What follows belongs to an exercise in optimizing a design on an open flow for small area, a short achievable clock period and few clock cycles per item; a production flow would make more cautious choices.
RTL that was checked went through simulation tests only; none was proved equivalent to the original.
No functional check of the RTL was part of runs 2 to 7.

File: flow/design.v
module divider(
    input logic [15:0]  dividend,
    output logic [15:0] quotient,
    output logic [15:0] remainder
);
    localparam logic[15:0] MAGIC = 16'h000047AF;
    logic [31:0]           temp;
    logic [31:0]           q;
    logic [15:0]           diff, t;
    assign temp = MAGIC * dividend[14:0];
    assign q = temp[31:16];
    assign diff = (dividend[14:0] - q) >> 1;
    assign t = diff + q;
    assign quotient = t >> 6;
    assign remainder[14:0] = dividend[14:0] - ((quotient << 6) + (quotient << 5) + (quotient << 2));
    assign remainder[15] = dividend[15];
endmodule
module input_circuit(
    input logic clk,
    input logic rst_n,
    input logic init_i,
    input logic stop_i,
    input logic [15:0] data_i,
    input logic valid_1,
    output logic ready_1,
    output logic [15:0] data_o,
    output logic valid_2,
    input  logic ready_2,
    output logic[15:0] total_num_turns_o
);
    logic[15:0] skid_buffer;
    logic       skid_buffer_empty;
    logic       r_init;
    logic       t1_done, t2_done;
    assign t1_done = ready_1 && valid_1;
    assign t2_done = ready_2 && valid_2;
    always_ff @(posedge clk) begin
        if(!rst_n) begin
            ready_1 <= 0;
        end
        else begin
            if(r_init)
              ready_1 <= !t1_done;
            else begin
                if(!stop_i) begin
                    if(skid_buffer_empty) begin
                        if((!valid_2) || t2_done)
                          ready_1 <= 1;
                        else ready_1 <= 0;
                    end else ready_1 <= 0;
                end
                else
                    ready_1 <= 0;
            end
        end
    end
    always_ff @(posedge clk) begin
        if(!rst_n) begin
            valid_2 <= 0;
        end
        else begin
            if(r_init)
              valid_2 <= 0;
            else begin
                if(t2_done) begin
                    if(skid_buffer_empty) begin
                        if(t1_done) begin
                            data_o <= data_i;
                            valid_2 <= 1;
                        end
                        else begin
                            valid_2 <= 0;
                        end
                    end
                    else begin
                        data_o <= skid_buffer;
                        valid_2 <= 1;
                    end
                end
                else if(!valid_2) begin
                    if(t1_done) begin
                        data_o <= data_i;
                        valid_2 <= 1;
                    end
                end
            end
        end
    end
    always_ff @(posedge clk) begin
        if(!rst_n) begin
            r_init <= 0;
            skid_buffer_empty <= 1;
        end
        else begin
            if(r_init) begin
                if(t1_done) begin
                    r_init <= 0;
                    total_num_turns_o <= data_i;
                end
            end
            else begin
                if(init_i)
                    r_init <= 1;
                if(t1_done && valid_2 && !t2_done) begin
                    skid_buffer <= data_i;
                    skid_buffer_empty <= 0;
                end
                else if(!t1_done && t2_done && !skid_buffer_empty) begin
                    skid_buffer_empty <= 1;
                end
            end
        end
    end
endmodule
module dial_solver(
        input logic [15:0] val,
        input logic        valid_i,
        input logic        clk,
        input logic        rst_n,
        input logic [15:0] full_turns,
        output logic       ready,
        output logic       valid,
        output logic [31:0] password
);
    logic signed[31:0] dial;
    logic signed[31:0] old_dial;
    logic [15:0] rval;
    typedef enum logic {
        LEFT = 0,
        RIGHT = 1
    } turn_t;
    typedef enum logic[2:0]{
        IDLE,
        READY,
        CHECK_TURN,
        R_END,
        L_END
    }state_t;
    logic turn;
    state_t state;
    assign turn = rval[15];
    always_ff @(posedge clk) begin
        if(!rst_n) begin
            ready <= 0;
            password <= 0;
            dial <= 50;
            state <= IDLE;
        end
        else begin
            unique case(state)
                IDLE: begin
                    ready <= 1;
                    state <= READY;
                end
                READY: begin
                    if(valid_i) begin
                      old_dial <= dial;
                      password <= password + full_turns;
                      rval <= val;
                      state <= CHECK_TURN;
                      ready <= 0;
                    end
                end
                CHECK_TURN: begin
                    if(turn == RIGHT) begin
                      dial <= dial + rval[14:0];
                      state <= R_END;
                    end
                    else begin
                      dial <= dial - rval[14:0];
                      state <= L_END;
                    end
                end
                R_END: begin
                    if(dial > 99) begin
                        dial <= dial - 100;
                        password <= password + 1;
                    end
                    state <= READY;
                    ready <= 1;
                end
                L_END: begin
                    if(dial < 0) begin
                      dial <= dial + 100;
                    end
                    if((dial < 0 || dial == 0) && old_dial != 0)
                        password <= password + 1;
                    state <= READY;
                    ready <= 1;
                end
            endcase
        end
    end
endmodule
module top(input logic [15:0]  data_i,
           input logic         valid_i,
           input logic         clk,
           input logic         rst_n,
           output logic        ready_o,
           output logic valid_o,
           output logic [31:0] password_o);
    logic [15:0] dividend;
    logic [15:0] quotient;
    logic [15:0] remainder;
    logic        init;
    logic        stop;
    logic [31:0] turns;
    logic        ready1;
    logic        valid2, ready2;
    logic        valid3;
    logic [15:0] cnt;
    logic [15:0] total_num_turns;
    typedef enum logic[2:0] {
        IDLE,
        CHECK_TOTAL_CNT,
        ACTIVE,
        WAIT1,
        WAIT2,
        DONE
    }state_t;
    state_t state;
    always_ff @(posedge clk) begin
        if(!rst_n) begin
            state <= IDLE;
            valid_o <= 0;
            init <= 1;
            stop <= 1;
            cnt <= 0;
        end
        else begin
            unique case(state)
                IDLE: begin
                    if(valid_i && ready_o) begin
                        init <= 0;
                        state <= CHECK_TOTAL_CNT;
                    end
                end
                CHECK_TOTAL_CNT: begin
                    if(cnt == total_num_turns) begin
                        state <= DONE;
                    end
                    else begin
                        state <= ACTIVE;
                        stop <= 0;
                        init <= 0;
                    end
                end
                ACTIVE:begin
                    if(ready_o && valid_i) begin
                        cnt <= cnt + 1;
                        if(cnt + 1 == total_num_turns) begin
                            state <= WAIT1;
                            stop <= 1;
                        end
                    end
                end
                WAIT1: begin
                    state <= WAIT2;
                end
                WAIT2: begin
                    if(ready2 && !valid2) begin
                        valid_o <= 1;
                        state <= DONE;
                    end
                end
                DONE:begin
                    valid_o <= 0;
                    stop <= 1;
                    init <= 1;
                    state <= IDLE;
                end
            endcase
        end
    end
    input_circuit ic (
        .clk (clk),
        .rst_n (rst_n),
        .data_i (data_i),
        .valid_1 (valid_i),
        .ready_1 (ready_o),
        .data_o (dividend),
        .valid_2 (valid2),
        .ready_2 (ready2),
        .total_num_turns_o (total_num_turns),
        .init_i (init),
        .stop_i (stop));
    divider d(.dividend (dividend),
              .quotient (quotient),
              .remainder (remainder));
    dial_solver ds(.val (remainder),
                  .valid_i (valid2),
                  .clk (clk),
                  .rst_n (rst_n),
                  .ready (ready2),
                  .valid (valid_3),
                  .password (password_o),
                  .full_turns (quotient));
endmodule
File: flow/run.sh
#!/bin/bash
# synth_recipe.tcl (not shown) runs the flow's synth.tcl, then flattens the netlist and writes it again
# the make line also repeats each setting of config.mk as NAME=value (left out here)
make -C /OpenROAD-flow-scripts/flow DESIGN_CONFIG=/design/flow/config.mk WORK_HOME=/design/flow/orfs CLKGATE_MAP_FILE= SYNTH_SCRIPT=/design/flow/synth_recipe.tcl finish
File: flow/config.mk
export PLATFORM = sky130hd
export DESIGN_NAME = top
export DESIGN_NICKNAME = top
export VERILOG_FILES = /design/flow/design.v
export SDC_FILE = /design/flow/constraint.sdc
export NUM_CORES = 4
export LEC_CHECK = 0
export CAP_MARGIN = 20
export CORE_MARGIN = 2
export CORE_UTILIZATION = 40
export PLACE_DENSITY = 0.6
export SLEW_MARGIN = 20
File: flow/constraint.sdc
create_clock -name core_clock -period 13.0 [get_ports {clk}]
set_input_delay 2.6000 -clock core_clock [delete_from_list [all_inputs] [get_ports {clk}]]
set_output_delay 2.6000 -clock core_clock [all_outputs]
set_load 0.01 [all_outputs]
==> impl_metrics.py, run 1 <==
metrics = {
    "layout": {
        "multiInputGateArea_um2": 12200,
        "most-common-layout-cells": "ha_1 (221), inv_1 (188), nor2_1 (184)",
        "nNetsFinal": 2350,
        "diodes": 0,
        "areaGrowthSynthToFinish_pct": 11.7,
        "design_area_um2": 19900,
        "regArea_um2": 4760,
        "drive_gt1_frac": 0.0688,
        "final_common_cell": "ha_1",
        "fillers": 4268,
    },
    "critical_path": {
        "crit_path_end": "ds.rval[14]",
        "path_class": "reg2reg",
        "worstReg2RegEnd": "ds.rval[14]",
        "worstPathArrival_ns": 12.49,
        "crit_path_end_kind": "flop",
        "startpoint_type": "flop",
        "cpMostUsedCell": "fa_1",
        "cp_slowest_stage_delay_ns": 0.53,
        "ff2ff_setup_slack_ns": 0.70,
        "r2r-start": "ic.data_o[1]",
        "cp_num_cells": 49,
        "critPathRequiredTime_ns": 13.18,
        "critical_path_buf_inv_count": 5,
        "crit_family": "adder cells",
        "cp_slowest_cell": "fa_1",
        "reg2reg_depth": 49,
        "crit_start": "ic.data_o[1]",
        "path_max_fanout": 6,
    },
    "logic_synthesis": {
        "synth_enable_flop_cells": 96,
        "yosys_warnings": 4,
        "synth_compound_area_frac": 0.161,
        "async_flop_share": 0,
        "synth_adder_area_share": 0.260,
        "yosys.area_share.simple": 0.151,
        "synth_xor_area_frac": 0.0942,
        "synth_seq_cells": 190,
        "synth_area_per_cell_um2": 9.12,
        "synth.distinct_cells": 90,
        "synth_mux_area_frac": 0.0151,
        "seq_area_frac_synth": 0.268,
        "synthCells": 1950,
        "synth_top_family_by_area": "adder cells",
        "synth.cell_area_um2": 17800,
        "ys.flop_type": "edfxtp_1",
    },
    "global_route": {
        "grt-ovfl-total": 0,
        "grt_pass1_wl_um": 71200,
        "antenna_found_initial": 0,
        "track_usage": 0.188,
        "grt_max_degree": 70,
        "grt_pass1_vias": 14119,
    },
    "timing": {
        "hold_viol_final": 0,
        "tns_ns": 0,
        "post-route-min-period_ns": 12.30,
        "post-route-period-util": 0.946,
        "fin_skew_ns": 0.0137,
        "worst_slew_pin_slew_ns": 1.08,
        "setup_viol": 0,
        "fmax_mhz": 81.3,
        "fin_worst_hold_slack_ns": 0.473,
        "setup_ws_ns": 0.697,
        "drv_slew": 0,
        "slew-limit-headroom": 0.273,
    },
    "detailed_routing": {
        "drc": 0,
        "postRouteWirelength_um": 42300,
        "wl_per_cell_um": 16.1,
        "drt_pre_antenna_iters": 5,
        "vias": 13931,
        "ant_nets": 0,
        "dr.first_iter.drc_count": 694,
        "viasPerCell": 5.31,
    },
    "min_path": {
        "hp-class": "reg2reg",
        "min_path_cells": 0,
        "worstHoldStart": "ic.data_o[15]",
    },
    "die": {
        "start_util": 0.404,
        "ios": 53,
        "dieArea_um2": 46200,
        "coreArea_um2": 44000,
        "fp-row-count": 77,
        "fp.dieH_um": 215,
        "fp.dieW_um": 215,
    },
    "clock_tree": {
        "cts.clk_slew.worst_paths_ns": 0.08,
        "cts_tree": "built",
        "cts-root-buf": "clkbuf_16",
        "h-tree-depth": 4,
        "clockBufferDepth": 2,
        "hold_buffers": 0,
        "insertion_delay_ns": 0.45,
        "cts_made_buffers": 17,
        "clock-sinks": 190,
    },
    "placement": {
        "pre_cts_slack_ns": 0.380,
        "portBuffers": 52,
        "place_congestion": 0.870,
        "dpl-instance-area_um2": 19100,
        "dp_hpwl_um": 33900,
    },
    "run": {
        "drv_cap": 0,
    },
    "outcome": {
        "outcome": "complete, no violations",
    },
}
## worst reg2reg max path: cells and delay by family, from the launching register on
family | cells | cell delay, ns
adders and majority gates | 16 | 6.50
AOI/OAI and AO/OA | 11 | 2.15
and+or+nand+nor | 11 | 1.46
xor gates and xnor gates | 6 | 0.98
DFF | 1 | 0.49
buffers and inverters | 5 | 0.48
## cell type report
| cell class | instances | share of cell area |
|---|---|---|
| multi-input combinational | 1525 | 0.615 |
| clock buffer | 18 | 0.0216 |
| clock inverter | 14 | 0.00812 |
| timing repair buffer | 95 | 0.0424 |
| tap | 592 | 0.0373 |
| inverter | 192 | 0.0363 |
| sequential | 190 | 0.240 |
## registers in the layout, indices dropped and copies added, names as in the netlist, 3 cells and up
name	count
cnt	16
ds.dial	32
ds.old_dial	32
ds.password	32
ds.rval	16
ds.state	3
ic.data_o	16
ic.skid_buffer	16
ic.total_num_turns_o	16
state	3
## worst min path at each step
stage                       end  slack (ns)
floorplan           ds.rval[15]        0.43
global placement    ds.rval[15]        0.45
detailed placement  ds.rval[15]        0.46
CTS                 ds.rval[15]        0.47
global route        ds.rval[15]        0.49
finish              ds.rval[15]        0.47
## cell usage after synthesis (all sizes together) (5+ instances only)
master	number	share of area
a211oi	14	0.0062
a21boi	6	0.0025
a21o	29	0.012
a21oi	150	0.043
a311oi	5	0.0028
a31oi	13	0.0049
and2	24	0.0086
and3	21	0.0074
and4	5	0.0027
buf	7	0.0022
clkbuf	36	0.0076
dfxtp	94	0.11
edfxtp	96	0.16
fa	89	0.10
ha	221	0.16
inv	191	0.040
maj3	8	0.0048
mux2i	22	0.013
nand2	106	0.022
nand2b	23	0.0081
nand3	34	0.0098
nand4	22	0.0077
nor2	186	0.039
nor2b	17	0.0060
nor3	50	0.014
nor3b	5	0.0021
nor4	22	0.0077
o2111ai	7	0.0034
o211ai	21	0.0089
o21a	20	0.0084
o21ai	91	0.026
o21bai	19	0.0080
o311ai	8	0.0039
o31ai	11	0.0049
o41ai	5	0.0029
or2	13	0.0046
or3	15	0.0056
xnor2	102	0.051
xor2	86	0.044
## metrics by stage
step	utilization	std cells
3_3_place_gp	0.435	2582
6_report	0.451	2626
4_1_cts	0.448	2614
2_1_floorplan	-	1950
5_1_grt	0.451	2626
3_5_place_dp	0.435	2582
## cells by family after synthesis
logic type	count (synthesis)
DFF	190
AOI/OAI and AO/OA	439
buffers and inverters	235
muxes	26
adders and majority gates	318
and+or+nand+nor	554
xor gates and xnor gates	188
## layer usage
layer / part of all wire / up-vias / global-route usage
li1: - / 7040 / -
met1: 0.46 / 6661 / 0.238
met2: 0.50 / 175 / 0.335
met3: 0.024 / 55 / 0.0217
met4: 0.021 / 0 / 0.0530
met5: 0 / - / 0
## timing repair
action / CTS / global route
endpoints found under the setup margin: 0 / 11
setup buffers: 0 / 12
hold endpoints to repair: 0 / 0
resized for setup: 0 / 13
Testbench counts, summed over its fixed seeds: cycles 33,144, items 10,920.
==> inputs of run 2 (changes only) <==
==> flow/design.v (replaced) <==
module top(input  logic [15:0] data_i,
           input  logic        valid_i,
           input  logic        clk,
           input  logic        rst_n,
           output logic        ready_o,
           output logic        valid_o,
           output logic [31:0] password_o);
    localparam int PW = 25;
    logic        got_n;    
    logic        pend;     
    logic [15:0] cnt;      
    logic        drain;    
    logic        mv;       
    logic        big;      
    assign ready_o = !pend;
    assign mv  = valid_i & got_n & !pend & rst_n;
    assign big = (data_i[14:12] != 3'd0) || (data_i[11:0] >= 12'd3200);
    logic [11:0] x;
    logic        xv;       
    logic        xdir;
    logic [4:0]  low;      
    logic [4:0]  q_h;
    logic [6:0]  r_h;
    always_comb begin
        logic [11:0] t;
        t = x;
        for (int i = 4; i >= 0; i--) begin
            q_h[i] = t >= (12'd100 << i);
            if (q_h[i]) t = t - (12'd100 << i);
        end
        r_h = t[6:0];
    end
    always_ff @(posedge clk) begin
        got_n <= rst_n & (got_n | valid_i);
        pend  <= mv & big;
        xv    <= (mv & !big) | (rst_n & pend);
        if (pend)     x <= {r_h, low};
        else if (big) x <= {2'd0, data_i[14:5]};
        else          x <= data_i[11:0];
        if (!pend) xdir <= data_i[15];
        low <= data_i[4:0];
    end
    logic [4:0] q1;
    logic [6:0] r1;
    logic       d1, v1, h1;
    always_ff @(posedge clk) begin
        q1 <= q_h;
        r1 <= r_h;
        d1 <= xdir;
        v1 <= rst_n & xv;
        h1 <= rst_n & pend;
    end
    logic [6:0] dial;
    logic [6:0] r;
    logic [7:0] sr, sl;
    logic       hit, hit1;
    logic [6:0] ndial;
    assign r  = v1 ? r1 : 7'd0;
    assign sr = {1'b0, dial} + {1'b0, r};
    assign sl = {1'b0, dial} - {1'b0, r};
    always_comb begin
        if (d1) begin
            hit   = sr >= 8'd100;
            ndial = hit ? 7'(sr - 8'd100) : sr[6:0];
        end else begin
            hit   = (sl[7] || sl == 8'd0) && dial != 7'd0;
            ndial = sl[7] ? 7'(sl + 8'd100) : sl[6:0];
        end
    end
    logic [PW-1:0] pw;
    logic [9:0]    addend;
    assign addend = v1 ? {5'd0, q1} : h1 ? {q1, 5'd0} : 10'd0;
    always_ff @(posedge clk) begin
        if (!got_n) begin
            dial <= 7'd50;
            hit1 <= 1'b0;
            pw   <= '0;
        end else begin
            dial <= ndial;
            hit1 <= hit;
            pw   <= pw + PW'(addend) + PW'(hit1);
        end
    end
    always_ff @(posedge clk) begin
        if (!got_n) cnt <= data_i;
        else        cnt <= cnt - {15'd0, mv | drain};
        drain   <= got_n & (drain | (cnt == 16'd0 && !pend));
        valid_o <= rst_n & got_n & drain & (cnt[1:0] == 2'd3);
    end
    assign password_o = {{(32 - PW){1'b0}}, pw};
endmodule
--- a/flow/config.mk
+++ b/flow/config.mk
@@ -7,2 +7,3 @@
 export LEC_CHECK = 0
+export ABC_AREA = 1
 export CAP_MARGIN = 20
==> run 2 against run 1 <==
- synthesized cell count down 58%
- first-iteration DRC count down 74%
- non-clock buffer count down 49
- worst setup slack better by 7.4 ns
- synthesized area down 67%
- register-to-register slack better by 7.6 ns
- utilization up 1.4 points
- global-route usage down 2.2 points
==> impl_metrics.py, run 2 <==
metrics = {
    "placement": {
        "place_congestion": 0.789,
        "dp_hpwl_um": 10100,
        "portBuffers": 45,
        "placedCellCount": 1040,
    },
    "logic_synthesis": {
        "async_flop_share": 0,
        "synth_area_per_cell_um2": 7.04,
        "seq_area_frac_synth": 0.302,
        "ys_top_cells_by_area": "dfxtp_1 (30%), nand2_1 (12%), ha_1 (8.0%), inv_1 (6.9%), nand3_1 (4.7%)",
        "yosys_warnings": 1,
        "yosys.cell_count.top_type": "nand2_1",
        "synth_seq_cells": 87,
        "synth.distinct_cells": 47,
        "synth_enable_flop_cells": 1,
        "synth_common_cells": "nand2_1 (191), inv_1 (106), dfxtp_1 (86), nor2_1 (68), nand3_1 (55)",
        "synth_top_area_frac": 0.297,
        "synth.cell_area_um2": 5810,
        "synthCells": 825,
        "yosys.area.top_type": "dfxtp_1",
        "ys.flop_type": "dfxtp_1",
    },
    "global_route": {
        "track_usage": 0.166,
        "grt_pass1_wl_um": 21700,
        "grt_max_degree": 39,
        "grt-ovfl-total": 0,
        "antenna_found_initial": 0,
        "grt_pass1_vias": 4551,
    },
    "detailed_routing": {
        "drt_pre_antenna_iters": 4,
        "ant_nets": 0,
        "dr.first_iter.drc_count": 181,
        "drc": 0,
        "viasPerCell": 4.83,
        "postRouteWirelength_um": 12900,
        "vias": 5094,
        "wl_per_cell_um": 12.3,
    },
    "critical_path": {
        "startpoint_type": "input pin",
        "ff2ff_setup_slack_ns": 8.29,
        "crit_family": "simple AND/OR/NAND/NOR gates",
        "crit_chain": "clkdlybuf4s50_1 -> nand4_1 -> nand2_1 -> ha_1 -> nand3_1 -> nor4_1 -> nand2_1 -> or3_1 -> nor4_1 -> xor2_1 -> nand2_1 -> nand2_1",
        "path_max_fanout": 5,
        "worstReg2RegEnd": "x[10]",
        "crit_path_end": "cnt[15]",
        "worstPathArrival_ns": 5.16,
        "cpMostUsedCell": "nand2_1",
        "r2r-start": "x[6]",
        "crit_path_end_kind": "flop",
        "path_class": "in2reg",
        "critical_path_buf_inv_count": 1,
        "cp_slowest_stage_delay_ns": 0.56,
        "cp_num_cells": 12,
        "cp_slowest_cell": "clkdlybuf4s50_1",
        "critPathRequiredTime_ns": 13.27,
        "reg2reg_depth": 39,
        "crit_start": "rst_n",
    },
    "clock_tree": {
        "cts.repair.resized": 0,
        "h-tree-depth": 3,
        "cts_made_buffers": 9,
        "cts.clk_slew.worst_paths_ns": 0.06,
        "cts_tree": "built",
        "clock-sinks": 87,
        "insertion_delay_ns": 0.33,
        "clockBufferDepth": 2,
        "cts_setup_buffers": 0,
        "hold_buffers": 0,
        "cts-root-buf": "clkbuf_16",
    },
    "die": {
        "dieArea_um2": 15500,
        "fp-row-count": 44,
        "coreArea_um2": 14400,
        "fp.dieH_um": 124,
        "ios": 53,
        "start_util": 0.404,
        "fp.dieW_um": 124,
    },
    "timing": {
        "post-route-min-period_ns": 4.88,
        "tns_ns": 0,
        "worst_slew_pin_slew_ns": 1.01,
        "drv_slew": 0,
        "hold_viol_final": 0,
        "rsz0062_at_grt": "false",
        "fmax_mhz": 205,
        "slew-limit-headroom": 0.323,
        "fin_skew_ns": 0.00592,
        "post-route-period-util": 0.376,
        "setup_viol": 0,
    },
    "layout": {
        "reg.largest.list": "pw: 25 flops, cnt: 16 flops, x: 12 flops",
        "most-common-layout-cells": "nand2_1 (191), inv_1 (105), dfxtp_1 (86)",
        "largest_reg_flops": 25,
        "diodes": 0,
        "regMostFlops": "pw",
        "nNetsFinal": 927,
        "drive_gt1_frac": 0.0861,
        "fin_cells": 1055,
        "final_common_cell": "nand2_1",
        "areaGrowthSynthToFinish_pct": 15.1,
    },
    "run": {
        "drv_cap": 0,
    },
    "min_path": {
        "hp-class": "reg2reg",
    },
    "outcome": {
        "outcome": "complete, no violations",
    },
}
[run 2: routing by layer]
| layer | global-route usage | wire length (um) | vias up |
|---|---|---|---|
| met5 | 0 | 0 | - |
| met3 | 0.0326 | 356 | 10 |
| li1 | - | - | 2748 |
| met4 | 0.0278 | 128 | 0 |
| met2 | 0.267 | 5840 | 69 |
| met1 | 0.234 | 6610 | 2267 |
[run 2: cell families (layout without fill, tap and decap cells)]
| group | after synthesis | count (layout) | share of synthesized area |
|---|---|---|---|
| adders and majority gates | 41 | 41 | 0.0935 |
| other | 1 | 7 | 0.000646 |
| and+or+nand+nor | 411 | 411 | 0.351 |
| buffers and inverters | 132 | 172 | 0.0914 |
| AOI/OAI and AO/OA | 125 | 125 | 0.120 |
| DFF | 87 | 87 | 0.302 |
| xor gates and xnor gates | 28 | 28 | 0.0422 |
[run 2: how the worst min path moves through the flow]
| stage | slack [ns] | cells after the start | start | to |
|---|---|---|---|---|
| after global routing | 0.37 | 0 | xdir | d1 |
| after floorplan | 0.32 | 0 | xdir | d1 |
| after global placement | 0.34 | 0 | xdir | d1 |
| after detailed placement | 0.33 | 0 | xdir | d1 |
| after CTS | 0.35 | 0 | xdir | d1 |
| final | 0.35 | 0 | xdir | d1 |
[run 2: per-stage QoR]
step / hold WS, ns / cell area, um^2 / setup WS [ns] / utilization
2_1_floorplan: 0.323 / 5830 / 8.60 / -
3_3_place_gp: 0.335 / 6400 / 7.85 / 0.446
3_5_place_dp: 0.334 / 6400 / 7.81 / 0.446
4_1_cts: 0.347 / 6680 / 8.15 / 0.465
5_1_grt: 0.369 / 6680 / 7.73 / 0.465
6_report: 0.348 / 6680 / 8.12 / 0.465
[run 2: area by class of cell]
cell class	count	area [um^2]
sequential	87	1750
tap	184	230
inverter	111	417
clock inverter	4	47.5
clock buffer	11	233
timing repair buffer	46	458
fill	1463	7690
multi-input combinational	612	3550
[run 2: worst register-to-register path: cells and delay by family, from the launching register on]
| family | cells | cell delay (ns) |
|---|---|---|
| fa+ha+maj | 4 | 0.74 |
| buf+inv | 4 | 0.32 |
| flops | 1 | 0.37 |
| simple gates | 31 | 3.16 |
==> inputs of run 3 (changes only) <==
==> flow/design.v (replaced) <==
module top(input  logic [15:0] data_i,
           input  logic        valid_i,
           input  logic        clk,
           input  logic        rst_n,
           output logic        ready_o,
           output logic        valid_o,
           output logic [31:0] password_o);
    localparam int PW = 25;
    localparam int LO = 6;
    logic        got_n;    
    logic        rdy;      
    logic        tk;       
    logic [15:0] cnt;      
    logic        drain;    
    logic [15:0] x;        
    logic        xv;       
    logic        mv;       
    logic        big;      
    logic        big_in;   
    logic        big_nx;   
    assign ready_o = rdy;
    assign mv      = valid_i & got_n & rdy & rst_n;
    assign big     = xv & ((x[14:12] != 3'd0) || (x[11:0] >= 12'd3200));
    assign big_in  = (data_i[14:12] != 3'd0) || (data_i[11:0] >= 12'd3200);
    assign big_nx  = x[14:0] >= 15'd6400;
    always_ff @(posedge clk) begin
        got_n <= rst_n & (got_n | valid_i);
        tk    <= mv;
        if (big) begin
            x[14:7] <= x[14:7] - 8'd25;
        end else begin
            x  <= data_i;
        end
        xv  <= rst_n & (big | mv);
        rdy <= !rst_n | (big ? !big_nx : !(mv & big_in));
    end
    logic [4:0]  q_h;
    logic [6:0]  r_h;
    always_comb begin
        logic [11:0] t;
        t = x[11:0];
        for (int i = 4; i >= 0; i--) begin
            q_h[i] = t >= (12'd100 << i);
            if (q_h[i]) t = t - (12'd100 << i);
        end
        r_h = t[6:0];
    end
    logic [4:0] q1;
    logic [6:0] r1;
    logic       d1, v1, i1;
    always_ff @(posedge clk) begin
        q1 <= q_h;
        r1 <= r_h;
        d1 <= x[15];
        v1 <= rst_n & xv & !big;
        i1 <= rst_n & big;
    end
    logic [6:0] dial;
    logic [6:0] r;
    logic [7:0] sr, sl;
    logic       hit, hit1;
    logic [6:0] ndial;
    assign r  = v1 ? r1 : 7'd0;
    assign sr = {1'b0, dial} + {1'b0, r};
    assign sl = {1'b0, dial} - {1'b0, r};
    always_comb begin
        if (d1) begin
            hit   = sr >= 8'd100;
            ndial = hit ? 7'(sr - 8'd100) : sr[6:0];
        end else begin
            hit   = (sl[7] || sl == 8'd0) && dial != 7'd0;
            ndial = sl[7] ? 7'(sl + 8'd100) : sl[6:0];
        end
    end
    logic [PW-1:0] pw;
    logic [LO:0]   lo;
    logic          cy;
    logic [PW-LO-1:0] hi_n;
    assign lo = {1'b0, pw[LO-1:0]} + (LO+1)'({i1, v1 ? q1 : 5'd0}) + (LO+1)'(hit1);
    always_comb
        for (int i = 0; i < PW - LO; i++)
            hi_n[i] = pw[LO + i] ^ (cy & &(pw[PW-1:LO] | ~((PW-LO)'((1 << i) - 1))));
    always_ff @(posedge clk) begin
        if (!got_n) begin
            dial <= 7'd50;
            hit1 <= 1'b0;
            cy   <= 1'b0;
            pw   <= '0;
        end else begin
            dial <= ndial;
            hit1 <= hit;
            cy   <= lo[LO];
            pw   <= {hi_n, lo[LO-1:0]};
        end
    end
    always_ff @(posedge clk) begin
        if (!got_n) cnt <= data_i;
        else        cnt <= cnt - {15'd0, tk | drain};
        drain   <= got_n & (drain | (cnt == 16'd0 && !xv));
        valid_o <= rst_n & got_n & drain & (cnt[1:0] == 2'd3);
    end
    assign password_o = {{(32 - PW){1'b0}}, pw};
endmodule
==> run 3 against run 2 <==
- worst setup slack gained 0.45 ns
- critical endpoint is now r1[2]
- synthesized cell count fell by 3.6%
- utilization rose by 1.1 points
- fmax rose by 10%
- flip-flop and latch count unchanged
- synthesized area fell by 1.1%
==> impl_metrics.py, run 3 <==
metrics = {
    "min_path": {
        "hp-class": "reg2reg",
    },
    "critical_path": {
        "path_class": "reg2reg",
        "ff2ff_setup_slack_ns": 8.56,
        "worstPathArrival_ns": 4.67,
        "cp_slowest_stage_delay_ns": 0.45,
        "path_max_fanout": 9,
        "crit_path_end_kind": "flop",
        "crit_path_end": "r1[2]",
        "cpMostUsedCell": "nand2_1",
        "cp_slowest_cell": "edfxtp_1",
        "reg2reg_depth": 36,
        "crit_start": "x[6]",
        "startpoint_type": "flop",
        "critPathRequiredTime_ns": 13.23,
        "worstReg2RegEnd": "r1[2]",
        "r2r-start": "x[6]",
    },
    "detailed_routing": {
        "vias": 4791,
        "wl_per_cell_um": 11.6,
        "drc": 0,
        "drt_pre_antenna_iters": 5,
        "dr.first_iter.drc_count": 193,
        "postRouteWirelength_um": 11800,
        "ant_nets": 0,
        "viasPerCell": 4.68,
    },
    "die": {
        "fp.dieH_um": 124,
        "start_util": 0.412,
        "coreArea_um2": 13900,
        "fp.dieW_um": 124,
        "fp-row-count": 43,
        "dieArea_um2": 15300,
        "ios": 53,
    },
    "timing": {
        "slew-limit-headroom": 0.509,
        "post-route-min-period_ns": 4.44,
        "tns_ns": 0,
        "worst_slew_pin_slew_ns": 0.733,
        "hold_viol_final": 0,
        "setup_viol": 0,
        "fmax_mhz": 225,
        "post-route-period-util": 0.341,
        "drv_slew": 0,
        "rsz0062_at_grt": "false",
        "fin_skew_ns": 0.00915,
    },
    "global_route": {
        "track_usage": 0.165,
        "antenna_found_initial": 0,
        "grt-ovfl-total": 0,
        "grt_pass1_vias": 4433,
        "grt_max_degree": 43,
        "grt_pass1_wl_um": 20400,
    },
    "layout": {
        "fin_util": 0.476,
        "largest_reg_flops": 25,
        "areaGrowthSynthToFinish_pct": 15.6,
        "final_common_cell": "nand2_1",
        "reg.largest.list": "pw: 25 flops, cnt: 16 flops, x: 16 flops",
        "most-common-layout-cells": "nand2_1 (165), inv_1 (108), dfxtp_1 (79)",
        "diodes": 0,
        "nNetsFinal": 900,
        "regMostFlops": "pw",
        "drive_gt1_frac": 0.102,
        "fillers": 1425,
    },
    "logic_synthesis": {
        "synth_seq_cells": 87,
        "synth_common_cells": "nand2_1 (165), inv_1 (108), dfxtp_1 (79), nor2_1 (76), o21ai_0 (52)",
        "synth_area_per_cell_um2": 7.22,
        "ys_top_cells_by_area": "dfxtp_1 (28%), nand2_1 (11%), ha_1 (8.3%), inv_1 (7.1%), nor2_1 (5.0%)",
        "yosys.area.top_type": "dfxtp_1",
        "ys.flop_type": "dfxtp_1",
        "synth.cell_area_um2": 5740,
        "synth_top_area_frac": 0.276,
        "synth.distinct_cells": 47,
        "seq_area_frac_synth": 0.317,
        "synth_enable_flop_cells": 8,
        "yosys_warnings": 1,
        "yosys.cell_count.top_type": "nand2_1",
        "async_flop_share": 0,
        "synthCells": 795,
    },
    "placement": {
        "portBuffers": 45,
        "place_congestion": 0.801,
        "dp_hpwl_um": 9260,
    },
    "clock_tree": {
        "clockBufferDepth": 2,
        "insertion_delay_ns": 0.34,
        "cts_setup_buffers": 0,
        "cts_made_buffers": 9,
        "cts.clk_slew.worst_paths_ns": 0.06,
        "h-tree-depth": 3,
        "cts.repair.resized": 0,
        "clock-sinks": 87,
        "cts-root-buf": "clkbuf_16",
        "cts_tree": "built",
        "hold_buffers": 0,
    },
    "outcome": {
        "outcome": "complete, no violations",
    },
    "run": {
        "drv_cap": 0,
    },
}
[run 3: through the flow]
stage | setup slack [ns] | hold slack, ns | instances | cell area (um^2)
2_1_floorplan | 9.01 | 0.323 | 801 | 5760
3_3_place_gp | 8.69 | 0.354 | 1008 | 6340
3_5_place_dp | 8.59 | 0.354 | 1008 | 6340
4_1_cts | 8.55 | 0.368 | 1024 | 6640
5_1_grt | 8.07 | 0.388 | 1024 | 6640
6_report | 8.56 | 0.366 | 1024 | 6640
[run 3: area by class of cell]
class	instances	area, um^2	area share
Timing Repair Buffer	47	465	0.0701
Sequential cell	87	1820	0.275
Clock inverter	5	38.8	0.00584
Tap cell	180	225	0.0339
Clock buffer	11	253	0.0381
Multi-Input combinational cell	572	3370	0.508
Inverter	122	460	0.0694
[run 3: critical path, delay by kind of cell (launching register included)]
family	cells	cell delay [ns]
DFF	1	0.45
AOI/OAI and AO/OA	1	0.18
adders and majority gates	4	0.76
buffers and inverters	5	0.44
and+or+nand+nor	26	2.49
[run 3: worst min-delay path by stage]
stage / startpoint / end / slack [ns] / cells past startpoint
after global routing: x[1] / r1[1] / 0.39 / 0
after global placement: x[1] / r1[1] / 0.35 / 0
final: x[0] / r1[0] / 0.37 / 0
after floorplan: x[15] / d1 / 0.32 / 0
after CTS: x[0] / r1[0] / 0.37 / 0
after detailed placement: x[0] / r1[0] / 0.35 / 0
[run 3: cell families (layout without fill, tap and decap cells)]
family                   count (synthesis)  count (layout)  share of synthesized area
flip-flops                              87              87                      0.317
AND/OR/NAND/NOR                        375             375                      0.324
adder cells (fa/ha/maj)                 42              42                     0.0968
other                                    1               7                   0.000653
AO/OA/AOI/OAI                          117             117                      0.115
XOR/XNOR                                31              31                     0.0473
buffers and inverters                  142             185                     0.0990
[run 3: layer usage]
layer / part of all wire / track usage / vias up / wire, um
met3: 0.023 / 0.0321 / 9 / 273
met2: 0.47 / 0.271 / 51 / 5600
met1: 0.50 / 0.224 / 2104 / 5880
met5: 0 / 0 / - / 0
met4: 0.0079 / 0.0384 / 0 / 93
li1: - / - / 2627 / -
==> inputs of run 4 (changes only) <==
--- a/flow/design.v
+++ b/flow/design.v
@@ -8,3 +8,3 @@
     localparam int PW = 25;
-    localparam int LO = 6;
+    localparam int LO = 5;
     logic        got_n;    
@@ -22,5 +22,5 @@
     assign mv      = valid_i & got_n & rdy & rst_n;
-    assign big     = xv & ((x[14:12] != 3'd0) || (x[11:0] >= 12'd3200));
-    assign big_in  = (data_i[14:12] != 3'd0) || (data_i[11:0] >= 12'd3200);
-    assign big_nx  = x[14:0] >= 15'd6400;
+    assign big     = xv & ((x[14:11] != 4'd0) || (x[10:0] >= 11'd1600));
+    assign big_in  = (data_i[14:11] != 4'd0) || (data_i[10:0] >= 11'd1600);
+    assign big_nx  = x[14:0] >= 15'd3200;
     always_ff @(posedge clk) begin
@@ -29,3 +29,3 @@
         if (big) begin
-            x[14:7] <= x[14:7] - 8'd25;
+            x[14:6] <= x[14:6] - 9'd25;
         end else begin
@@ -36,10 +36,10 @@
     end
-    logic [4:0]  q_h;
+    logic [3:0]  q_h;
     logic [6:0]  r_h;
     always_comb begin
-        logic [11:0] t;
-        t = x[11:0];
-        for (int i = 4; i >= 0; i--) begin
-            q_h[i] = t >= (12'd100 << i);
-            if (q_h[i]) t = t - (12'd100 << i);
+        logic [10:0] t;
+        t = x[10:0];
+        for (int i = 3; i >= 0; i--) begin
+            q_h[i] = t >= (11'd100 << i);
+            if (q_h[i]) t = t - (11'd100 << i);
         end
@@ -47,3 +47,3 @@
     end
-    logic [4:0] q1;
+    logic [3:0] q1;
     logic [6:0] r1;
@@ -78,3 +78,3 @@
     logic [PW-LO-1:0] hi_n;
-    assign lo = {1'b0, pw[LO-1:0]} + (LO+1)'({i1, v1 ? q1 : 5'd0}) + (LO+1)'(hit1);
+    assign lo = {1'b0, pw[LO-1:0]} + (LO+1)'({i1, v1 ? q1 : 4'd0}) + (LO+1)'(hit1);
     always_comb
==> run 4 against run 3 <==
- critical path depth down 35
- final area decreased by 9.7%
- flip-flop and latch count down 1
- clock skew rose by 0.00053 ns
- final cell count shrank 12%
- sequential share of layout area rose by 2.5 points
- worst setup slack gained 0.56 ns
==> impl_metrics.py, run 4 <==
metrics = {
    "outcome": {
        "outcome": "complete, no violations",
    },
    "timing": {
        "drv_slew": 0,
        "post-route-min-period_ns": 3.88,
        "tns_ns": 0,
        "slew-limit-headroom": 0.580,
        "post-route-period-util": 0.299,
        "fin_skew_ns": 0.00968,
        "rsz0062_at_grt": "false",
        "hold_viol_final": 0,
        "worst_slew_pin_slew_ns": 0.628,
        "fmax_mhz": 258,
        "setup_viol": 0,
    },
    "layout": {
        "most-common-layout-cells": "nand2_1 (139), inv_1 (93), dfxtp_1 (79)",
        "largest_reg_flops": 25,
        "final_common_cell": "nand2_1",
        "diodes": 0,
        "nNetsFinal": 785,
        "reg.largest.list": "pw: 25 flops, cnt: 16 flops, x: 16 flops",
        "areaGrowthSynthToFinish_pct": 18.2,
        "drive_gt1_frac": 0.0886,
        "regMostFlops": "pw",
    },
    "critical_path": {
        "critical_path_buf_inv_count": 1,
        "startpoint_type": "flop",
        "path_class": "reg2out",
        "r2r-start": "x[5]",
        "critPathRequiredTime_ns": 10.40,
        "crit_chain": "clkdlybuf4s50_1",
        "reg2reg_depth": 23,
        "cp_slowest_cell": "clkdlybuf4s50_1",
        "ff2ff_setup_slack_ns": 9.71,
        "path_max_fanout": 3,
        "crit_family": "buffers and inverters",
        "cp_slowest_stage_delay_ns": 0.56,
        "worstPathArrival_ns": 1.28,
        "crit_start": "pw[1]",
        "worstReg2RegEnd": "r1[4]",
        "crit_path_end_kind": "output pin",
    },
    "global_route": {
        "track_usage": 0.168,
        "grt_max_degree": 31,
        "grt_pass1_vias": 4025,
        "grt_pass1_wl_um": 18200,
        "grt-ovfl-total": 0,
        "antenna_found_initial": 0,
    },
    "die": {
        "fp-row-count": 41,
        "dieArea_um2": 13600,
        "fp.dieH_um": 117,
        "coreArea_um2": 12500,
        "fp.dieW_um": 117,
        "start_util": 0.405,
        "ios": 53,
    },
    "clock_tree": {
        "cts_setup_buffers": 0,
        "cts-root-buf": "clkbuf_16",
        "cts.clk_slew.worst_paths_ns": 0.06,
        "h-tree-depth": 3,
        "cts_made_buffers": 9,
        "cts.repair.resized": 0,
        "hold_buffers": 0,
        "clockBufferDepth": 2,
        "cts_tree": "built",
        "insertion_delay_ns": 0.34,
        "clock-sinks": 86,
    },
    "logic_synthesis": {
        "ys.flop_type": "dfxtp_1",
        "yosys_warnings": 1,
        "synth_mux_area_frac": 0,
        "synthCells": 684,
        "synth_top_family_by_area": "simple AND/OR/NAND/NOR gates",
        "synth_area_per_cell_um2": 7.41,
        "synth_seq_cells": 86,
        "synth_common_cells": "nand2_1 (139), inv_1 (93), dfxtp_1 (79), nor2_1 (66), o21ai_0 (43)",
        "synth.distinct_cells": 43,
        "async_flop_share": 0,
        "seq_area_frac_synth": 0.354,
        "synth_xor_area_frac": 0.0519,
        "synth_enable_flop_cells": 7,
        "synth_top_area_frac": 0.312,
        "ys_top_cells_by_area": "dfxtp_1 (31%), nand2_1 (10%), ha_1 (8.1%), inv_1 (6.9%), nor2_1 (4.9%)",
        "synth_adder_area_share": 0.0973,
        "yosys.area_share.simple": 0.287,
        "yosys.cell_count.top_type": "nand2_1",
        "synth_compound_area_frac": 0.116,
        "synth.cell_area_um2": 5070,
        "yosys.area.top_type": "dfxtp_1",
    },
    "min_path": {
        "worstHoldStart": "x[15]",
        "min_path_cells": 0,
        "hp-class": "reg2reg",
        "holdPathEnd": "d1",
    },
    "placement": {
        "portBuffers": 45,
        "place_congestion": 0.865,
        "dp_hpwl_um": 8470,
    },
    "detailed_routing": {
        "ant_nets": 0,
        "drt_pre_antenna_iters": 4,
        "dr.first_iter.drc_count": 190,
        "wl_per_cell_um": 11.9,
        "drc": 0,
        "viasPerCell": 4.70,
        "vias": 4255,
        "postRouteWirelength_um": 10800,
    },
    "run": {
        "drv_cap": 0,
    },
}
-- run 4: cell count changes after synthesis, moves of 7 or more --
cell	before	now
o21ai_0	52	43
nand3_1	44	37
a31oi_1	10	3
nand2_2	23	12
inv_1	108	93
nand2_1	165	139
nor2_1	76	66
-- run 4: kinds of logic after synthesis --
logic type / after synthesis
AOI/OAI and AO/OA: 101
xor gates and xnor gates: 30
buffers and inverters: 120
and+or+nand+nor: 309
other: 1
DFF: 86
adders and majority gates: 37
-- run 4: layout make-up --
type	count	area, um^2
multi-input cells	484	2820
fillers	1261	6530
repair buffers	47	465
well taps	172	215
clock inverters	5	62.6
clock buffers	11	254
inverters	101	379
flip-flops and latches	86	1790
-- run 4: per-layer routing --
metal | GRT usage | part of all wire | up-vias
met4 | 0.0345 | 0.010 | 0
met5 | 0 | 0 | -
li1 | - | - | 2269
met1 | 0.209 | 0.47 | 1911
met3 | 0.0441 | 0.037 | 9
met2 | 0.296 | 0.48 | 66
-- run 4: worst max-delay path by stage --
stage               endpoint  cells after the start
4_1_cts        password_o[1]                      1
5_1_grt        password_o[1]                      1
2_1_floorplan            rdy                      3
6_report       password_o[1]                      1
3_5_place_dp             rdy                      4
3_3_place_gp             rdy                      4
-- run 4: stage by stage --
stage               instance area [um^2]  hold WS (ns)  worst slack (ns)  utilization  cells
floorplan                           5090         0.323              9.85            -    690
global placement                    5670         0.328              9.32        0.453    890
detailed placement                  5670         0.335              9.30        0.453    890
CTS                                 5990         0.347              9.09        0.479    906
global route                        5990         0.360              9.05        0.479    906
finish                              5990         0.345              9.12        0.479    906
==> inputs of run 5 (changes only) <==
--- a/flow/config.mk
+++ b/flow/config.mk
@@ -11,2 +11,4 @@
 export CORE_UTILIZATION = 40
+export CTS_CLUSTER_DIAMETER = 100
+export CTS_CLUSTER_SIZE = 30
 export PLACE_DENSITY = 0.6
==> run 5 against run 4 <==
- still clean
- worst hold slack unchanged
- non-clock buffer count unchanged
- worst setup slack unchanged
- final area unchanged
- wire length unchanged
- critical path type unchanged
- largest cell class unchanged
==> impl_metrics.py, run 5 <==
metrics = {
    "logic_synthesis": {
        "synth.distinct_cells": 43,
        "ys.flop_type": "dfxtp_1",
        "synth_top_area_frac": 0.312,
        "ys_top_cells_by_area": "dfxtp_1 (31%), nand2_1 (10%), ha_1 (8.1%), inv_1 (6.9%), nor2_1 (4.9%)",
        "synth_area_per_cell_um2": 7.41,
        "yosys.area.top_type": "dfxtp_1",
        "seq_area_frac_synth": 0.354,
        "synth.cell_area_um2": 5070,
        "synth_enable_flop_cells": 7,
        "yosys_warnings": 1,
        "yosys.cell_count.top_type": "nand2_1",
        "synth_common_cells": "nand2_1 (139), inv_1 (93), dfxtp_1 (79), nor2_1 (66), o21ai_0 (43)",
        "synthCells": 684,
        "synth_seq_cells": 86,
        "async_flop_share": 0,
    },
    "layout": {
        "diodes": 0,
        "regMostFlops": "pw",
        "largest_reg_flops": 25,
        "areaGrowthSynthToFinish_pct": 18.2,
        "fin_cells": 906,
        "reg.largest.list": "pw: 25 flops, cnt: 16 flops, x: 16 flops",
        "fillers": 1261,
        "nNetsFinal": 785,
        "fin_util": 0.479,
        "most-common-layout-cells": "nand2_1 (139), inv_1 (93), dfxtp_1 (79)",
        "regArea_um2": 1790,
        "final_common_cell": "nand2_1",
        "multiInputGateArea_um2": 2820,
        "drive_gt1_frac": 0.0886,
    },
    "detailed_routing": {
        "drt_pre_antenna_iters": 4,
        "viasPerCell": 4.70,
        "dr.first_iter.drc_count": 190,
        "drc": 0,
        "wl_per_cell_um": 11.9,
        "vias": 4255,
        "ant_nets": 0,
        "postRouteWirelength_um": 10800,
    },
    "outcome": {
        "outcome": "complete, no violations",
    },
    "global_route": {
        "grt_pass1_wl_um": 18200,
        "antenna_found_initial": 0,
        "grt-ovfl-total": 0,
        "grt_max_degree": 31,
        "grt_pass1_vias": 4025,
        "track_usage": 0.168,
    },
    "clock_tree": {
        "hold_buffers": 0,
        "cts.clk_slew.worst_paths_ns": 0.06,
        "cts-root-buf": "clkbuf_16",
        "insertion_delay_ns": 0.34,
        "cts.repair.resized": 0,
        "cts_setup_buffers": 0,
        "clockBufferDepth": 2,
        "clock-sinks": 86,
        "cts_made_buffers": 9,
        "h-tree-depth": 3,
        "cts_tree": "built",
    },
    "critical_path": {
        "path_max_fanout": 3,
        "cp_slowest_stage_delay_ns": 0.56,
        "critical_path_buf_inv_count": 1,
        "crit_chain": "clkdlybuf4s50_1",
        "crit_family": "buffers and inverters",
        "path_class": "reg2out",
        "worstPathArrival_ns": 1.28,
        "startpoint_type": "flop",
        "cp_slowest_cell": "clkdlybuf4s50_1",
        "critPathRequiredTime_ns": 10.40,
        "crit_path_end_kind": "output pin",
    },
    "timing": {
        "fmax_mhz": 258,
        "post-route-min-period_ns": 3.88,
        "slew-limit-headroom": 0.580,
        "rsz0062_at_grt": "false",
        "fin_skew_ns": 0.00968,
        "post-route-period-util": 0.299,
        "worst_slew_pin_slew_ns": 0.628,
        "drv_slew": 0,
        "hold_viol_final": 0,
        "tns_ns": 0,
        "setup_viol": 0,
    },
    "min_path": {
        "hp-class": "reg2reg",
    },
    "run": {
        "drv_cap": 0,
    },
    "die": {
        "fp.dieH_um": 117,
        "ios": 53,
        "coreArea_um2": 12500,
        "fp-row-count": 41,
        "fp.dieW_um": 117,
        "dieArea_um2": 13600,
        "start_util": 0.405,
    },
    "placement": {
        "placedCellCount": 890,
        "dp_hpwl_um": 8470,
        "portBuffers": 45,
        "place_congestion": 0.865,
    },
}
## run 5: cell counts in the layout (fill, tap and decap cells not counted)
No cell type changed its count.
## run 5: per-stage QoR
stage	instance area, um^2	worst slack, ns	hold slack [ns]
floorplan	5090	9.85	0.323
global placement	5670	9.32	0.328
detailed placement	5670	9.30	0.335
CTS	5990	9.09	0.347
global route	5990	9.05	0.360
finish	5990	9.12	0.345
## run 5: cell families after synthesis
kind of cell / count (synthesis) / share of synthesized area
xor gates and xnor gates: 30 / 0.0519
buffers and inverters: 120 / 0.0941
DFF: 86 / 0.354
other: 1 / 0.000740
AOI/OAI and AO/OA: 101 / 0.116
and+or+nand+nor: 309 / 0.287
adders and majority gates: 37 / 0.0973
## run 5: layout make-up
| class | count | area share |
|---|---|---|
| Clock inverter | 5 | 0.0104 |
| Multi-Input combinational cell | 484 | 0.471 |
| Sequential cell | 86 | 0.299 |
| Timing Repair Buffer | 47 | 0.0777 |
| Tap cell | 172 | 0.0359 |
| Clock buffer | 11 | 0.0424 |
| Inverter | 101 | 0.0633 |
## run 5: worst paths after layout
kind / endpoint / cells after the start / slack (ns) / start
hold reg to reg: d1 / 0 / 0.35 / x[15]
setup reg to reg: r1[4] / 23 / 9.71 / x[5]
hold / removal: d1 / 0 / 0.35 / x[15]
setup / recovery: password_o[1] / 1 / 9.12 / pw[1]
## run 5: metal layers
metal / track usage / up-vias / part of all wire
li1: - / 2269 / -
met1: 0.209 / 1911 / 0.47
met2: 0.296 / 66 / 0.48
met3: 0.0441 / 9 / 0.037
met4: 0.0345 / 0 / 0.010
met5: 0 / - / 0
==> inputs of run 6 (changes only) <==
--- a/flow/design.v
+++ b/flow/design.v
@@ -48,9 +48,10 @@
     logic [3:0] q1;
-    logic [6:0] r1;
-    logic       d1, v1, i1;
+    logic [6:0] a1;
+    logic       d1, i1;
+    logic       xm;        
+    assign xm = rst_n & xv & !big;
     always_ff @(posedge clk) begin
-        q1 <= q_h;
-        r1 <= r_h;
-        d1 <= x[15];
-        v1 <= rst_n & xv & !big;
+        q1 <= xm ? q_h : 4'd0;
+        a1 <= !xm ? 7'd0 : x[15] ? r_h : 7'(7'd100 - r_h);
+        d1 <= x[15] | !xm;
         i1 <= rst_n & big;
@@ -58,18 +59,20 @@
     logic [6:0] dial;
-    logic [6:0] r;
-    logic [7:0] sr, sl;
-    logic       hit, hit1;
+    logic [7:0] a;
+    logic       ge, le, hit, hit1;
     logic [6:0] ndial;
-    assign r  = v1 ? r1 : 7'd0;
-    assign sr = {1'b0, dial} + {1'b0, r};
-    assign sl = {1'b0, dial} - {1'b0, r};
     always_comb begin
-        if (d1) begin
-            hit   = sr >= 8'd100;
-            ndial = hit ? 7'(sr - 8'd100) : sr[6:0];
-        end else begin
-            hit   = (sl[7] || sl == 8'd0) && dial != 7'd0;
-            ndial = sl[7] ? 7'(sl + 8'd100) : sl[6:0];
+        logic       c;
+        logic [6:0] b;
+        b = a1;
+        c = 1'b0;
+        for (int i = 0; i < 7; i++) begin
+            a[i] = dial[i] ^ b[i] ^ c;
+            c = (dial[i] & b[i]) | (c & (dial[i] ^ b[i]));
         end
+        a[7] = c;
     end
+    assign ge    = a[7] | (a[6] & a[5] & (a[4] | a[3] | a[2]));
+    assign le    = !ge | (a == 8'd100);
+    assign hit   = d1 ? ge : (le && dial != 7'd0);
+    assign ndial = ge ? 7'(a - 8'd100) : a[6:0];
     logic [PW-1:0] pw;
@@ -78,3 +81,3 @@
     logic [PW-LO-1:0] hi_n;
-    assign lo = {1'b0, pw[LO-1:0]} + (LO+1)'({i1, v1 ? q1 : 4'd0}) + (LO+1)'(hit1);
+    assign lo = {1'b0, pw[LO-1:0]} + (LO+1)'({i1, q1}) + (LO+1)'(hit1);
     always_comb
--- a/flow/config.mk
+++ b/flow/config.mk
@@ -11,4 +11,2 @@
 export CORE_UTILIZATION = 40
-export CTS_CLUSTER_DIAMETER = 100
-export CTS_CLUSTER_SIZE = 30
 export PLACE_DENSITY = 0.6
==> run 6 against run 5 <==
- still clean on timing, DRC and antenna
- worst hold slack gained 0.12 ns
- sequential share of layout area is 1.0 points higher
- worst setup slack lost 0.12 ns
- critical path depth grew 27
- clock-buffer cell count grew 4
- non-clock buffer count decreased by 1
- register-to-register slack got worse by 0.71 ns
- first-iteration DRC count decreased by 17%
- critical path type is now reg2reg
==> impl_metrics.py, run 6 <==
metrics = {
    "critical_path": {
        "crit_start": "x[1]",
        "r2r-start": "x[1]",
        "crit_family": "simple AND/OR/NAND/NOR gates",
        "reg2reg_depth": 28,
        "critical_path_buf_inv_count": 3,
        "worstReg2RegEnd": "a1[6]",
        "worstPathArrival_ns": 4.22,
        "cp_slowest_stage_delay_ns": 0.35,
        "startpoint_type": "flop",
        "crit_path_end_kind": "flop",
        "path_max_fanout": 7,
        "path_class": "reg2reg",
        "cp_num_cells": 28,
        "cp_slowest_cell": "edfxtp_1",
        "critPathRequiredTime_ns": 13.22,
        "cpMostUsedCell": "nand2_1",
        "ff2ff_setup_slack_ns": 9.00,
    },
    "timing": {
        "slew-limit-headroom": 0.355,
        "rsz0062_at_grt": "false",
        "fin_skew_ns": 0.00975,
        "fmax_mhz": 250,
        "drv_slew": 0,
        "fin_worst_hold_slack_ns": 0.461,
        "tns_ns": 0,
        "post-route-period-util": 0.308,
        "hold_viol_final": 0,
        "setup_ws_ns": 9.00,
        "setup_viol": 0,
        "post-route-min-period_ns": 4.00,
        "worst_slew_pin_slew_ns": 0.966,
    },
    "clock_tree": {
        "hold_buffers": 0,
        "clockBufferDepth": 2,
        "clock-sinks": 85,
        "cts_made_buffers": 9,
        "cts_tree": "built",
        "cts_setup_buffers": 0,
        "cts.clk_slew.worst_paths_ns": 0.06,
        "h-tree-depth": 3,
        "cts-root-buf": "clkbuf_16",
        "insertion_delay_ns": 0.33,
        "cts.repair.resized": 0,
    },
    "global_route": {
        "grt-ovfl-total": 0,
        "grt_max_degree": 40,
        "track_usage": 0.171,
        "grt_pass1_vias": 4015,
        "grt_pass1_wl_um": 18000,
        "antenna_found_initial": 0,
    },
    "logic_synthesis": {
        "seq_area_frac_synth": 0.364,
        "synth.distinct_cells": 38,
        "ys.flop_type": "dfxtp_1",
        "synth.cell_area_um2": 4870,
        "yosys_warnings": 1,
        "async_flop_share": 0,
        "ys_top_cells_by_area": "dfxtp_1 (32%), nand2_1 (11%), inv_1 (7.0%), nor2_1 (6.5%), nand3_1 (5.0%)",
        "synth_top_area_frac": 0.321,
        "synth_area_per_cell_um2": 7.20,
        "synthCells": 676,
        "yosys.cell_count.top_type": "nand2_1",
        "synth_common_cells": "nand2_1 (146), inv_1 (91), nor2_1 (84), dfxtp_1 (78), nand3_1 (49)",
        "synth_enable_flop_cells": 7,
        "synth_seq_cells": 85,
        "yosys.area.top_type": "dfxtp_1",
    },
    "detailed_routing": {
        "drt_pre_antenna_iters": 5,
        "viasPerCell": 4.84,
        "wl_per_cell_um": 12.1,
        "dr.first_iter.drc_count": 158,
        "postRouteWirelength_um": 10600,
        "vias": 4221,
        "ant_nets": 0,
        "drc": 0,
    },
    "placement": {
        "dpl-instance-area_um2": 5430,
        "portBuffers": 45,
        "place_congestion": 0.851,
        "dp_hpwl_um": 8200,
        "pre_cts_slack_ns": 8.87,
        "placedCellCount": 857,
    },
    "layout": {
        "final_common_cell": "nand2_1",
        "design_area_um2": 5730,
        "diodes": 0,
        "fin_util": 0.479,
        "nNetsFinal": 767,
        "most-common-layout-cells": "nand2_1 (146), inv_1 (91), nor2_1 (84)",
        "multiInputGateArea_um2": 2640,
        "drive_gt1_frac": 0.0882,
        "largest_reg_flops": 25,
        "areaGrowthSynthToFinish_pct": 17.7,
        "regMostFlops": "pw",
        "fin_cells": 873,
        "fillers": 1187,
        "reg.largest.list": "pw: 25 flops, cnt: 16 flops, x: 16 flops",
        "regArea_um2": 1770,
    },
    "die": {
        "fp-row-count": 40,
        "fp.dieH_um": 114,
        "ios": 53,
        "start_util": 0.407,
        "coreArea_um2": 12000,
        "dieArea_um2": 13100,
        "fp.dieW_um": 114,
    },
    "run": {
        "drv_cap": 0,
    },
    "min_path": {
        "worstHoldStart": "pw[15]",
        "holdPathEnd": "pw[15]",
        "min_path_cells": 2,
        "hp-class": "reg2reg",
    },
    "outcome": {
        "outcome": "complete, no violations",
    },
}
## run 6: cell types whose count changed in the layout (fill, tap and decap cells not counted), moves of 6 or more
cell     before  now
nand3_1      37   49
o21ai_0      43   36
nand2_1     139  146
xor2_1       18   11
nor2_1       66   84
ha_1         33   19
xnor2_1      12    6
## run 6: kinds of logic after synthesis
group | share of synthesized area
compound gates | 0.0982
buf+inv | 0.0990
fa+ha+maj | 0.0818
other cells | 0.000771
simple gates | 0.326
flops | 0.364
xor+xnor | 0.0306
## run 6: cell type report
| class | instances | share of cell area |
|---|---|---|
| sequential | 85 | 0.309 |
| tap | 147 | 0.0321 |
| clock inverter | 1 | 0.00524 |
| inverter | 102 | 0.0668 |
| clock buffer | 15 | 0.0467 |
| multi-input combinational | 477 | 0.460 |
| timing repair buffer | 46 | 0.0799 |
## run 6: worst max-delay path by stage
stage            end
6_report       a1[6]
4_1_cts        a1[6]
3_3_place_gp   a1[1]
3_5_place_dp   a1[1]
5_1_grt        a1[6]
2_1_floorplan  a1[6]
## run 6: worst reg2reg max path: cells and delay by family, from the launching register on
| family | cells | cell delay [ns] |
|---|---|---|
| AND/OR/NAND/NOR | 22 | 2.41 |
| adder cells (fa/ha/maj) | 2 | 0.47 |
| buffers and inverters | 3 | 0.42 |
| flip-flops | 1 | 0.35 |
| AO/OA/AOI/OAI | 1 | 0.26 |
## run 6: metal layers
layer  track usage  vias up  part of all wire
met1         0.218     1921              0.47
met2         0.294       58              0.49
li1              -     2232                 -
met3        0.0344       10             0.030
met4        0.0472        0            0.0090
met5             0        -                 0
==> inputs of run 7 (changes only) <==
--- a/flow/design.v
+++ b/flow/design.v
@@ -22,3 +22,3 @@
     assign mv      = valid_i & got_n & rdy & rst_n;
-    assign big     = xv & ((x[14:11] != 4'd0) || (x[10:0] >= 11'd1600));
+    assign big     = xv & !rdy;
     assign big_in  = (data_i[14:11] != 4'd0) || (data_i[10:0] >= 11'd1600);
@@ -51,3 +51,3 @@
     logic       xm;        
-    assign xm = rst_n & xv & !big;
+    assign xm = rst_n & xv & rdy;
     always_ff @(posedge clk) begin
==> run 7 against run 6 <==
- synthesized cell count down 8.1%
- worst hold slack better by 0.0027 ns
- fmax is 0.24% higher
- critical path depth fell by 23
- flip-flop and latch count did not move
- sequential share of layout area is 1.4 points higher
- wire length shrank 8.5%
- non-clock buffer count unchanged
- clock-buffer cell count fell by 5
- clock skew decreased by 0.0047 ns
- critical path type is now in2reg
- critical endpoint is now a1[2]
- largest cell class unchanged
- highest routed layer unchanged
==> impl_metrics.py, run 7 <==
metrics = {
    "outcome": {
        "outcome": "complete, no violations",
    },
    "logic_synthesis": {
        "synth_top_area_frac": 0.336,
        "yosys.cell_count.top_type": "nand2_1",
        "ys.flop_type": "dfxtp_1",
        "ys_top_cells_by_area": "dfxtp_1 (34%), nand2_1 (9.0%), inv_1 (7.2%), nor2_1 (5.6%), o21ai_0 (4.9%)",
        "synth.cell_area_um2": 4650,
        "yosys_warnings": 1,
        "synthCells": 621,
        "synth_area_per_cell_um2": 7.49,
        "synth.distinct_cells": 42,
        "async_flop_share": 0,
        "yosys.area.top_type": "dfxtp_1",
        "synth_seq_cells": 85,
        "synth_enable_flop_cells": 7,
        "seq_area_frac_synth": 0.381,
    },
    "timing": {
        "tns_ns": 0,
        "slew-limit-headroom": 0.364,
        "post-route-period-util": 0.307,
        "post-route-min-period_ns": 3.99,
        "rsz0062_at_grt": "false",
        "drv_slew": 0,
        "fin_skew_ns": 0.00503,
        "hold_viol_final": 0,
        "worst_slew_pin_slew_ns": 0.953,
    },
    "die": {
        "fp.dieH_um": 112,
        "start_util": 0.409,
        "dieArea_um2": 12500,
        "coreArea_um2": 11400,
        "ios": 53,
    },
    "global_route": {
        "track_usage": 0.166,
        "grt_pass1_wl_um": 17000,
        "grt-ovfl-total": 0,
        "grt_max_degree": 41,
        "antenna_found_initial": 0,
    },
    "detailed_routing": {
        "drc": 0,
        "drt_pre_antenna_iters": 4,
        "postRouteWirelength_um": 9660,
        "viasPerCell": 4.78,
        "wl_per_cell_um": 11.8,
    },
    "critical_path": {
        "startpoint_type": "input pin",
        "path_class": "in2reg",
        "path_max_fanout": 7,
        "worstPathArrival_ns": 4.24,
        "crit_path_end_kind": "flop",
    },
    "layout": {
        "fillers": 1124,
        "multiInputGateArea_um2": 2450,
        "most-common-layout-cells": "nand2_1 (112), inv_1 (89), dfxtp_1 (78)",
        "design_area_um2": 5490,
        "nNetsFinal": 714,
        "areaGrowthSynthToFinish_pct": 18.0,
        "diodes": 0,
        "final_common_cell": "nand2_1",
        "regMostFlops": "pw",
        "regArea_um2": 1770,
        "largest_reg_flops": 25,
    },
    "clock_tree": {
        "clock-sinks": 85,
        "insertion_delay_ns": 0.34,
        "cts-root-buf": "clkbuf_16",
        "clockBufferDepth": 2,
        "h-tree-depth": 3,
        "cts_tree": "built",
        "cts_setup_buffers": 0,
        "cts.clk_slew.worst_paths_ns": 0.06,
    },
    "placement": {
        "place_congestion": 0.808,
        "dp_hpwl_um": 7590,
        "portBuffers": 45,
    },
    "run": {
        "drv_cap": 0,
    },
    "min_path": {
        "hp-class": "reg2reg",
    },
}
==> run 7: cell count changes after synthesis, sizes merged, moves of 2 or more <==
cell,change
a31oi,-4
xnor2,-2
o21ai,+12
nand3b,-2
a21oi,+4
nor3,+3
buf,-2
nand3,-32
o211ai,-2
o21a,-2
nor2,-11
inv,-3
nand2,-20
==> run 7: logic make-up (layout without fill, tap and decap cells) <==
family | count (synthesis) | in the layout | share of synthesized area
other cells | 1 | 7 | 0.000806
buf+inv | 115 | 162 | 0.0984
fa+ha+maj | 26 | 26 | 0.0828
flops | 85 | 85 | 0.381
compound gates | 100 | 100 | 0.120
xor+xnor | 15 | 15 | 0.0282
simple gates | 279 | 279 | 0.289
==> run 7: worst max-delay path, stage by stage <==
cell	delay (ns)
clkdlybuf4s50_1	0.47
inv_1	0.07
nor3_1	0.56
inv_1	0.29
nor3_1	0.25
==> run 7: metrics by stage <==
step	hold slack (ns)	utilization	std cells
after floorplan	0.429	-	627
after global placement	0.453	0.460	801
after detailed placement	0.462	0.460	801
after CTS	0.470	0.483	817
after global routing	0.492	0.483	817
final	0.464	0.483	817
==> run 7: area by class of cell <==
type,count,area share
inverter,100,0.0684
tap,143,0.0326
timing repair buffer,46,0.0834
clock inverter,6,0.00547
clock buffer,10,0.0417
multi-input combinational,427,0.446
sequential,85,0.323
==> run 7: path summary, 6_finish.rpt <==
path | start | endpoint | slack (ns) | cells after the start
max | rst_n | a1[2] | 9.01 | 5
min | d1 | hit1 | 0.46 | 2
max reg2reg | x[5] | a1[6] | 9.12 | 28
min reg2reg | d1 | hit1 | 0.46 | 2
==> run 7: metal layers <==
| metal | part of all wire | vias to the layer above | GRT usage | routed length [um] |
|---|---|---|---|---|
| met5 | 0 | - | 0 | 0 |
| met4 | 0.021 | 0 | 0.0683 | 206 |
| met3 | 0.031 | 18 | 0.0408 | 301 |
| met2 | 0.50 | 52 | 0.287 | 4850 |
| met1 | 0.45 | 1774 | 0.196 | 4300 |
| li1 | - | 2062 | - | - |

[re-timing with driven ports]
In the flow no input, the clock included, has a driving cell. The finished layouts below were timed again as built, in two steps.
Step 1 (the two cells are an assumption about what drives the block):
set clk [get_ports {clk}]
set_driving_cell -lib_cell sky130_fd_sc_hd__clkbuf_16 $clk
set_driving_cell -lib_cell sky130_fd_sc_hd__buf_2 [delete_from_list [all_inputs] $clk]
Step 2 times the ports against the registers' clock, not the clock port: input delays grow and output delays shrink by t, the midpoint of the rising clock arrivals with the driver on.
Three values: ideal, step 1, step 2; two values: the first two.
| run | t (ns) | setup slack, ns | hold WS [ns] | cell pins on the clock port's net |
|---|---|---|---|---|
| run 1 | 0.488 | 0.697 / 0.697 / 0.697 | 0.473 / 0.473 / 0.473 | 1 |
| run 2 | 0.364 | 8.116 / 8.131 / 7.767 | 0.348 / 0.348 / 0.348 | 1 |
| run 3 | 0.373 | 8.563 / 8.563 / 8.563 | 0.366 / 0.366 / 0.366 | 1 |
| run 4 | 0.372 | 9.119 / 9.082 / 9.291 | 0.345 / 0.345 / 0.345 | 1 |
| run 5 | 0.372 | 9.119 / 9.082 / 9.291 | 0.345 / 0.345 / 0.345 | 1 |
| run 6 | 0.361 | 8.998 / 8.998 / 8.840 | 0.461 / 0.461 / 0.461 | 1 |
| run 7 | 0.371 | 9.007 / 9.008 / 8.637 | 0.464 / 0.464 / 0.464 | 1 |
After both steps every run listed still meets setup and hold. For run 7, which loses most, drivers alone change the setup slack by +0.001 ns; drivers and shift together by -0.370 ns.
